Source: an optimization exercise on an open RTL-to-GDS flow (aim: small area). Production flows keep margins and buffers that such runs may drop.
The RTL was checked by simulation tests, not by an equivalence proof against the original design.
The clock port is modelled as an ideal driver, which makes a skipped or thinned clock tree look cheaper than it is; a real chip needs a root buffer or a tree.
Power is estimated from default activity; no workload was simulated.

==> inputs of run a <==
==> flow/design.v <==
module fifo_one_clk (rst, clk, write_data, write_req, read_req,
                     fifo_empty, fifo_full, more10, head, top, ovf_write, ovf_read, ovf_alloc);
input         rst, clk;
input  [7:0]  write_data;
input         write_req;    
input         read_req;     
output        fifo_empty, fifo_full;
output        more10;       
output [7:0]  head;         
output [7:0]  top;          
output        ovf_write;    
output        ovf_read;     
output        ovf_alloc;    
reg [79:0]  mem;
reg [3:0]   cnt;
assign fifo_empty = (cnt == 4'd0);
assign fifo_full  = (cnt == 4'd15);
wire write_to_fifo = write_req & !fifo_full;
wire eq10 = (cnt == 4'd10);
assign more10 = (cnt > 4'd10);
wire [3:0] tg;
assign tg[0] = write_to_fifo ^ read_req;
assign tg[1] = tg[0] & (cnt[0] ~^ write_to_fifo);
assign tg[2] = tg[1] & (cnt[1] ~^ write_to_fifo);
assign tg[3] = tg[2] & (cnt[2] ~^ write_to_fifo);
always @(posedge clk or negedge rst)
	if (!rst)
		cnt <= 4'd0;
	else
		cnt <= cnt ^ tg;
assign ovf_write = write_to_fifo & (more10 | (eq10 & !read_req));
assign ovf_read  = read_req & more10;
assign ovf_alloc = write_to_fifo & eq10 & !read_req;
always @(posedge clk)
	if (write_to_fifo)
		mem <= {mem[71:0], write_data};
assign top = mem[72 +: 8];
reg [7:0] rd;
integer k;
always @(*) begin
	rd = 8'd0;
	for (k = 0; k < 10; k = k + 1)
		rd = rd | (mem[k*8 +: 8] & {8{cnt == k + 1}});
end
assign head = rd;
endmodule
module switch(rst,clk,write_data_0, write_data_1,dest_0,dest_1,write_req_0, write_req_1,
data_ack_0, data_ack_1, read_data_0, read_data_1,read_data_valid_0, read_data_valid_1,source_add_0, source_add_1,
 configuration_address,configuration_data,configuration_data_valid);
input               rst,clk;
input       [7:0]   write_data_0, write_data_1;
input       [2:0]   dest_0, dest_1;
input               write_req_0, write_req_1;
output reg          data_ack_0, data_ack_1;
output reg  [7:0]   read_data_0, read_data_1;
output reg          read_data_valid_0, read_data_valid_1;
output reg          source_add_0, source_add_1;
input       [3:0]   configuration_address;
input       [7:0]   configuration_data;
input               configuration_data_valid;
reg [7:0] map;
reg       strict_rount, prioritized;
reg       last_read_out_0, last_read_out_1;
wire fifo_dest_0 = map[dest_0];
wire fifo_dest_1 = map[dest_1];
wire [3:0] empty, full, more10, rd, wreq, ovf_write, ovf_read, ovf_alloc;
wire [7:0] head0, head1, head2, head3;
wire [7:0] top0, top1, top2, top3;
assign wreq[0] = write_req_0 & !fifo_dest_0;
assign wreq[1] = write_req_0 &  fifo_dest_0;
assign wreq[2] = write_req_1 & !fifo_dest_1;
assign wreq[3] = write_req_1 &  fifo_dest_1;
always @(posedge clk or negedge rst)
	if (!rst) begin
		map          <= 8'b1111_0000;
		strict_rount <= 1'b1;
		prioritized  <= 1'b0;
	end else if (configuration_data_valid)
		case (configuration_address)
			0 : map <= configuration_data;
			1: {strict_rount, prioritized} <= configuration_data[1:0];
		endcase
always @(posedge clk or negedge rst)
	if (!rst) begin
		data_ack_0 <= 1'b0;
		data_ack_1 <= 1'b0;
	end else begin
		data_ack_0 <= write_req_0 & !(fifo_dest_0 ? full[1] : full[0]);
		data_ack_1 <= write_req_1 & !(fifo_dest_1 ? full[3] : full[2]);
	end
wire next_0 = strict_rount ? prioritized : !last_read_out_0;
wire next_1 = strict_rount ? prioritized : !last_read_out_1;
assign rd[0] = !empty[0] & (empty[2] | !next_0);
assign rd[2] = !empty[2] & (empty[0] |  next_0);
assign rd[1] = !empty[1] & (empty[3] | !next_1);
assign rd[3] = !empty[3] & (empty[1] |  next_1);
always @(posedge clk or negedge rst)
	if (!rst) begin
		read_data_valid_0 <= 1'b0;
		read_data_valid_1 <= 1'b0;
		last_read_out_0   <= 1'b0;
		last_read_out_1   <= 1'b0;
	end else begin
		read_data_valid_0 <= rd[0] | rd[2];
		read_data_valid_1 <= rd[1] | rd[3];
		if (read_data_valid_0) last_read_out_0 <= source_add_0;
		if (read_data_valid_1) last_read_out_1 <= source_add_1;
	end
reg  [39:0] mem_a, mem_b;
reg  [2:0]  cnt_a, cnt_b;
reg  [1:0]  own_a, own_b;
wire        busy_a = (cnt_a != 3'd0);
wire        busy_b = (cnt_b != 3'd0);
wire [3:0] grant_a, grant_b;
assign grant_a[0] = ovf_alloc[0] & !busy_a;
assign grant_a[1] = ovf_alloc[1] & !busy_a & !ovf_alloc[0];
assign grant_a[2] = ovf_alloc[2] & !busy_a & !(|ovf_alloc[1:0]);
assign grant_a[3] = ovf_alloc[3] & !busy_a & !(|ovf_alloc[2:0]);
assign grant_b    = ovf_alloc & ~grant_a;
wire [3:0] is_a = {busy_a & own_a == 2'd3, busy_a & own_a == 2'd2,
                   busy_a & own_a == 2'd1, busy_a & own_a == 2'd0};
wire [3:0] is_b = {busy_b & own_b == 2'd3, busy_b & own_b == 2'd2,
                   busy_b & own_b == 2'd1, busy_b & own_b == 2'd0};
wire [3:0] wr_a_q = ovf_write & (is_a | grant_a);
wire [3:0] wr_b_q = ovf_write & (is_b | grant_b);
wire wr_a = |wr_a_q;
wire wr_b = |wr_b_q;
wire rd_a = |(ovf_read & is_a);
wire rd_b = |(ovf_read & is_b);
reg [7:0] wd_a, wd_b;
always @(*) begin
	case (busy_a ? own_a : {grant_a[3] | grant_a[2], grant_a[3] | grant_a[1]})
		2'd0: wd_a = top0;
		2'd1: wd_a = top1;
		2'd2: wd_a = top2;
		default: wd_a = top3;
	endcase
	case (busy_b ? own_b : {grant_b[3] | grant_b[2], grant_b[3] | grant_b[1]})
		2'd0: wd_b = top0;
		2'd1: wd_b = top1;
		2'd2: wd_b = top2;
		default: wd_b = top3;
	endcase
end
wire [2:0] tg_a, tg_b;
assign tg_a[0] = wr_a ^ rd_a;
assign tg_a[1] = tg_a[0] & (cnt_a[0] ~^ wr_a);
assign tg_a[2] = tg_a[1] & (cnt_a[1] ~^ wr_a);
assign tg_b[0] = wr_b ^ rd_b;
assign tg_b[1] = tg_b[0] & (cnt_b[0] ~^ wr_b);
assign tg_b[2] = tg_b[1] & (cnt_b[1] ~^ wr_b);
always @(posedge clk or negedge rst)
	if (!rst) begin
		cnt_a <= 3'd0;
		cnt_b <= 3'd0;
	end else begin
		cnt_a <= cnt_a ^ tg_a;
		cnt_b <= cnt_b ^ tg_b;
	end
always @(posedge clk) begin
	if (|grant_a) own_a <= {grant_a[3] | grant_a[2], grant_a[3] | grant_a[1]};
	if (|grant_b) own_b <= {grant_b[3] | grant_b[2], grant_b[3] | grant_b[1]};
	if (wr_a) mem_a <= {mem_a[31:0], wd_a};
	if (wr_b) mem_b <= {mem_b[31:0], wd_b};
end
reg [7:0] head_a, head_b;
integer k;
always @(*) begin
	head_a = 8'd0;
	head_b = 8'd0;
	for (k = 0; k < 5; k = k + 1) begin
		head_a = head_a | (mem_a[k*8 +: 8] & {8{cnt_a == k + 1}});
		head_b = head_b | (mem_b[k*8 +: 8] & {8{cnt_b == k + 1}});
	end
end
wire [3:0] rd_p  = rd & ~more10;
wire       rd_a0 = rd_a & !own_a[0];
wire       rd_a1 = rd_a &  own_a[0];
wire       rd_b0 = rd_b & !own_b[0];
wire       rd_b1 = rd_b &  own_b[0];
always @(posedge clk) begin
	source_add_0 <= rd[2];
	source_add_1 <= rd[3];
	read_data_0  <= (head0 & {8{rd_p[0]}}) | (head2 & {8{rd_p[2]}}) |
	                (head_a & {8{rd_a0}}) | (head_b & {8{rd_b0}});
	read_data_1  <= (head1 & {8{rd_p[1]}}) | (head3 & {8{rd_p[3]}}) |
	                (head_a & {8{rd_a1}}) | (head_b & {8{rd_b1}});
end
fifo_one_clk FIFO_IN0_OUT0 (.rst(rst), .clk(clk), .write_data(write_data_0),
	.write_req(wreq[0]), .read_req(rd[0]),
	.fifo_empty(empty[0]), .fifo_full(full[0]), .more10(more10[0]), .head(head0), .top(top0),
	.ovf_write(ovf_write[0]), .ovf_read(ovf_read[0]), .ovf_alloc(ovf_alloc[0]));
fifo_one_clk FIFO_IN0_OUT1 (.rst(rst), .clk(clk), .write_data(write_data_0),
	.write_req(wreq[1]), .read_req(rd[1]),
	.fifo_empty(empty[1]), .fifo_full(full[1]), .more10(more10[1]), .head(head1), .top(top1),
	.ovf_write(ovf_write[1]), .ovf_read(ovf_read[1]), .ovf_alloc(ovf_alloc[1]));
fifo_one_clk FIFO_IN1_OUT0 (.rst(rst), .clk(clk), .write_data(write_data_1),
	.write_req(wreq[2]), .read_req(rd[2]),
	.fifo_empty(empty[2]), .fifo_full(full[2]), .more10(more10[2]), .head(head2), .top(top2),
	.ovf_write(ovf_write[2]), .ovf_read(ovf_read[2]), .ovf_alloc(ovf_alloc[2]));
fifo_one_clk FIFO_IN1_OUT1 (.rst(rst), .clk(clk), .write_data(write_data_1),
	.write_req(wreq[3]), .read_req(rd[3]),
	.fifo_empty(empty[3]), .fifo_full(full[3]), .more10(more10[3]), .head(head3), .top(top3),
	.ovf_write(ovf_write[3]), .ovf_read(ovf_read[3]), .ovf_alloc(ovf_alloc[3]));
endmodule
==> flow/flow/run.sh <==
#!/bin/bash
# ORFS layout as the standard.sh does it, with these changes:
#  - synthesis maps the logic with an area-oriented ABC script
#  - a plain two-level clock tree (flow/clock_tree.tcl) in place of TritonCTS
#  - port buffers of the smallest buffer cell
# Each tool's output is in standard.log and in the ORFS logs under orfs/logs.
set -e
export AREA_ABC_SCRIPT=$PWD/flow/area.abc
export FLOW_SYNTH_TCL=$PWD/synth_recipe.tcl
export PRE_CTS_TCL=$PWD/flow/clock_tree.tcl
export CLK_GROUP=16
export CLK_LEAF=sky130_fd_sc_hd__clkbuf_8
export CLK_ROOT=sky130_fd_sc_hd__clkbuf_16
export REMOVE_ABC_BUFFERS=1
export BUFFER_PORTS_ARGS="-buffer_cell sky130_fd_sc_hd__buf_1"
sed "s#SYNTH_SCRIPT=[^ ]*#SYNTH_SCRIPT=$PWD/flow/synth_abc.tcl#" standard.sh > standard_area.sh
bash standard_area.sh > standard.log 2>&1
==> flow/flow/area.abc <==
&get -n
&st
&dch
&nf -R 1000 -p -C 32 -F 10 -A 10
&put
topo
==> flow/flow/clock_tree.tcl <==
# Loaded by cts.tcl (PRE_CTS_TCL): replaces TritonCTS with a plain two-level
# clock tree, one leaf buffer per geographic group of sinks and one root buffer.
proc build_clock_tree {} {
  set group_size [expr {[info exists ::env(CLK_GROUP)] ? $::env(CLK_GROUP) : 24}]
  set leaf_cell  [expr {[info exists ::env(CLK_LEAF)] ? $::env(CLK_LEAF) : "sky130_fd_sc_hd__clkbuf_8"}]
  set root_cell  [expr {[info exists ::env(CLK_ROOT)] ? $::env(CLK_ROOT) : "sky130_fd_sc_hd__clkbuf_16"}]
  set db [ord::get_db]
  set block [ord::get_db_block]
  set clk_net [$block findNet clk]
  set sinks {}
  foreach it [$clk_net getITerms] {
    set inst [$it getInst]
    set bb [$inst getBBox]
    set x [expr {([$bb xMin] + [$bb xMax]) / 2}]
    set y [expr {([$bb yMin] + [$bb yMax]) / 2}]
    lappend sinks [list $x $y $it]
  }
  set n [llength $sinks]
  set ngroups [expr {int(ceil(double($n) / $group_size))}]
  # columns x rows of groups, about square
  set ncols [expr {int(ceil(sqrt($ngroups)))}]
  set nrows [expr {int(ceil(double($ngroups) / $ncols))}]
  set sinks [lsort -integer -index 0 $sinks]
  set per_col [expr {int(ceil(double($n) / $ncols))}]
  set groups {}
  for {set c 0} {$c < $ncols} {incr c} {
    set col [lrange $sinks [expr {$c * $per_col}] [expr {($c + 1) * $per_col - 1}]]
    if {[llength $col] == 0} continue
    set col [lsort -integer -index 1 $col]
    set nr [expr {int(ceil(double([llength $col]) / $group_size))}]
    set per_row [expr {int(ceil(double([llength $col]) / $nr))}]
    for {set r 0} {$r < $nr} {incr r} {
      set g [lrange $col [expr {$r * $per_row}] [expr {($r + 1) * $per_row - 1}]]
      if {[llength $g]} { lappend groups $g }
    }
  }
  set leaf_master [$db findMaster $leaf_cell]
  set root_master [$db findMaster $root_cell]
  set root_net [odb::dbNet_create $block clknet_root]
  $root_net setSigType CLOCK
  set i 0
  set sx 0; set sy 0
  foreach g $groups {
    set cx 0; set cy 0
    foreach s $g { incr cx [lindex $s 0]; incr cy [lindex $s 1] }
    set cx [expr {$cx / [llength $g]}]
    set cy [expr {$cy / [llength $g]}]
    set buf [odb::dbInst_create $block $leaf_master clkbuf_leaf_$i]
    set net [odb::dbNet_create $block clknet_leaf_$i]
    $net setSigType CLOCK
    foreach s $g {
      set it [lindex $s 2]
      $it disconnect
      $it connect $net
    }
    [$buf findITerm X] connect $net
    [$buf findITerm A] connect $root_net
    $buf setLocation $cx $cy
    $buf setPlacementStatus PLACED
    incr sx $cx; incr sy $cy
    incr i
  }
  set root [odb::dbInst_create $block $root_master clkbuf_root]
  [$root findITerm A] connect $clk_net
  [$root findITerm X] connect $root_net
  $root setLocation [expr {$sx / $i}] [expr {$sy / $i}]
  $root setPlacementStatus PLACED
  puts "clock tree: $n sinks, $i leaf buffers ($leaf_cell), root $root_cell"
}

rename clock_tree_synthesis ""
proc clock_tree_synthesis {args} {
  build_clock_tree
  set_propagated_clock [all_clocks]
}
==> flow/flow/synth_abc.tcl <==
# The standard synthesis script, with Yosys's abc pass given an
# area-oriented ABC script (flow/area.abc) in place of ORFS's speed script.
# Only the combinational mapping changes; the registers are the same.
proc abc {args} {
  set i [lsearch $args -script]
  if {$i >= 0} { lset args [expr {$i+1}] $::env(AREA_ABC_SCRIPT) }
  puts "abc: $args"
  yosys abc {*}$args
}
source $::env(FLOW_SYNTH_TCL)
==> flow/standard.sh <==
#!/bin/bash
# synth_recipe.tcl (not shown) runs the flow's synth.tcl, then flattens the netlist and writes it again
# the make line also repeats each setting of config.mk as NAME=value (left out here)
make -C /OpenROAD-flow-scripts/flow DESIGN_CONFIG=/design/flow/config.mk WORK_HOME=/design/flow/orfs CLKGATE_MAP_FILE= SYNTH_SCRIPT=/design/flow/synth_recipe.tcl "${@:-finish}"
==> flow/config.mk <==
export PLATFORM = sky130hd
export DESIGN_NAME = switch
export DESIGN_NICKNAME = switch
export VERILOG_FILES = /design/flow/design.v
export SDC_FILE = /design/flow/constraint.sdc
export NUM_CORES = 4
export LEC_CHECK = 0
export CAP_MARGIN = 20
export CORE_MARGIN = 2
export CORE_UTILIZATION = 70
export PLACE_DENSITY = 0.8
export SLEW_MARGIN = 20
==> flow/constraint.sdc <==
create_clock -name core_clock -period 5.0 [get_ports {clk}]
set_input_delay 1.0000 -clock core_clock [delete_from_list [all_inputs] [get_ports {clk}]]
set_output_delay 1.0000 -clock core_clock [all_outputs]
set_load 0.01 [all_outputs]
==> inputs of run b, as changes to run a <==
--- a/flow/design.v
+++ b/flow/design.v
@@ -18,16 +18,13 @@
 wire write_to_fifo = write_req & !fifo_full;
 wire eq10 = (cnt == 4'd10);
 assign more10 = (cnt > 4'd10);
-wire [3:0] tg;
-assign tg[0] = write_to_fifo ^ read_req;
-assign tg[1] = tg[0] & (cnt[0] ~^ write_to_fifo);
-assign tg[2] = tg[1] & (cnt[1] ~^ write_to_fifo);
-assign tg[3] = tg[2] & (cnt[2] ~^ write_to_fifo);
 always @(posedge clk or negedge rst)
 	if (!rst)
 		cnt <= 4'd0;
-	else
-		cnt <= cnt ^ tg;
+	else if (write_to_fifo & !read_req)
+		cnt <= cnt + 4'd1;
+	else if (read_req & !write_to_fifo)
+		cnt <= cnt - 4'd1;
 assign ovf_write = write_to_fifo & (more10 | (eq10 & !read_req));
 assign ovf_read  = read_req & more10;
 assign ovf_alloc = write_to_fifo & eq10 & !read_req;
@@ -142,20 +139,15 @@
 		default: wd_b = top3;
 	endcase
 end
-wire [2:0] tg_a, tg_b;
-assign tg_a[0] = wr_a ^ rd_a;
-assign tg_a[1] = tg_a[0] & (cnt_a[0] ~^ wr_a);
-assign tg_a[2] = tg_a[1] & (cnt_a[1] ~^ wr_a);
-assign tg_b[0] = wr_b ^ rd_b;
-assign tg_b[1] = tg_b[0] & (cnt_b[0] ~^ wr_b);
-assign tg_b[2] = tg_b[1] & (cnt_b[1] ~^ wr_b);
 always @(posedge clk or negedge rst)
 	if (!rst) begin
 		cnt_a <= 3'd0;
 		cnt_b <= 3'd0;
 	end else begin
-		cnt_a <= cnt_a ^ tg_a;
-		cnt_b <= cnt_b ^ tg_b;
+		if (wr_a & !rd_a) cnt_a <= cnt_a + 3'd1;
+		else if (rd_a & !wr_a) cnt_a <= cnt_a - 3'd1;
+		if (wr_b & !rd_b) cnt_b <= cnt_b + 3'd1;
+		else if (rd_b & !wr_b) cnt_b <= cnt_b - 3'd1;
 	end
 always @(posedge clk) begin
 	if (|grant_a) own_a <= {grant_a[3] | grant_a[2], grant_a[3] | grant_a[1]};
==> flow/flow/run.sh (replaced) <==
#!/bin/bash
# ORFS layout as the standard.sh does it, with these changes:
#  - synthesis maps the logic with an area-oriented ABC script
#  - clock tree without dummy loads, from larger sink clusters
#  - port buffers of the smallest buffer cell
# Each tool's output is in standard.log and in the ORFS logs under orfs/logs.
set -e
export AREA_ABC_SCRIPT=$PWD/flow/area.abc
export FLOW_SYNTH_TCL=$PWD/synth_recipe.tcl
export CTS_ARGS="-sink_clustering_enable -repair_clock_nets -dont_use_dummy_load -buf_list sky130_fd_sc_hd__clkbuf_8 -sink_clustering_size 16 -sink_clustering_max_diameter 50"
export BUFFER_PORTS_ARGS="-buffer_cell sky130_fd_sc_hd__buf_1"
sed "s#SYNTH_SCRIPT=[^ ]*#SYNTH_SCRIPT=$PWD/flow/synth_abc.tcl#" standard.sh > standard_area.sh
bash standard_area.sh > standard.log 2>&1
==> flow/flow/area.abc (replaced) <==
&get -n
&st
&dch
&nf -R 1000 -p
&put
topo
--- a/flow/config.mk
+++ b/flow/config.mk
@@ -7,6 +7,5 @@
 export LEC_CHECK = 0
 export CAP_MARGIN = 20
 export CORE_MARGIN = 2
-export CORE_UTILIZATION = 70
-export PLACE_DENSITY = 0.8
+export CORE_UTILIZATION = 40
 export SLEW_MARGIN = 20
removed: flow/flow/clock_tree.tcl
==> comparison table <==
	run a	run b
Result of the run	finished clean	finished clean
Worst VDD drop	0.3820 mV	0.2616 mV
Height of the die	161.6 um	216.1 um
Well-tap cell count	324	592
Nets	1201	1328
Routed met2 length	18860 um	18520 um
Combinational power	3.17 mW	3.61 mW
Routed wire length	41310 um	41290 um
Global routing met1 resource utilization	49.71%	25.76%
Power attributed to the clock group	1.63 mW	1.99 mW
Combinational share of power	29.4%	31.7%
Busiest layer in global routing	met1	met2
Critical Path Fanout Max	4	40
Post-route setup slack	0.8258 ns	0.8968 ns
Latest clock arrival within the worst-skew pair	0.55 ns	0.65 ns
All-layer global routing usage	31.61%	17.51%
Register-to-register path setup slack	0.98 ns	1.01 ns
Met1 layer wirelength in the final routing	16250 um	19170 um
Highest Signal Layer	met4	met5
Crit path required time	5.45 ns	5.23 ns
Sequential element share of the synthesized area	77.33%	74.77%
Cell depth of the worst flop-to-flop path	11	12
The clock cells of run a come from the design's own scripts or RTL, not from TritonCTS.

## port drivers added, routing unchanged
How much do the figures lean on ideal ports? The routed layouts below were timed once more, with nothing changed but the port constraints. Step 1 sets driving cells, clkbuf_16 on the clock port and buf_2 on the other inputs (assumed; they add their load-dependent delay and slew). Step 2 also shifts input and output timing later by t, the mid clock arrival at the registers, as if the neighbouring blocks saw the same clock. a / b / c = ideal / step 1 / step 2; a / b = the first two.
| run | t (ns) | slack for setup (ns) | slew at the worst register clock pin (ns) | cell pins on the clock port's net |
|---|---|---|---|---|
| run a | 0.585 | 0.826 / 0.847 / 0.261 | 0.11 / 0.11 | 1 |
| run b | 0.665 | 0.897 / 0.921 / 0.256 | 0.10 / 0.10 | 1 |
After both steps setup and hold are still met in every run listed. For run b, which loses most, drivers alone change the setup slack by +0.024 ns; drivers and shift together by -0.641 ns.
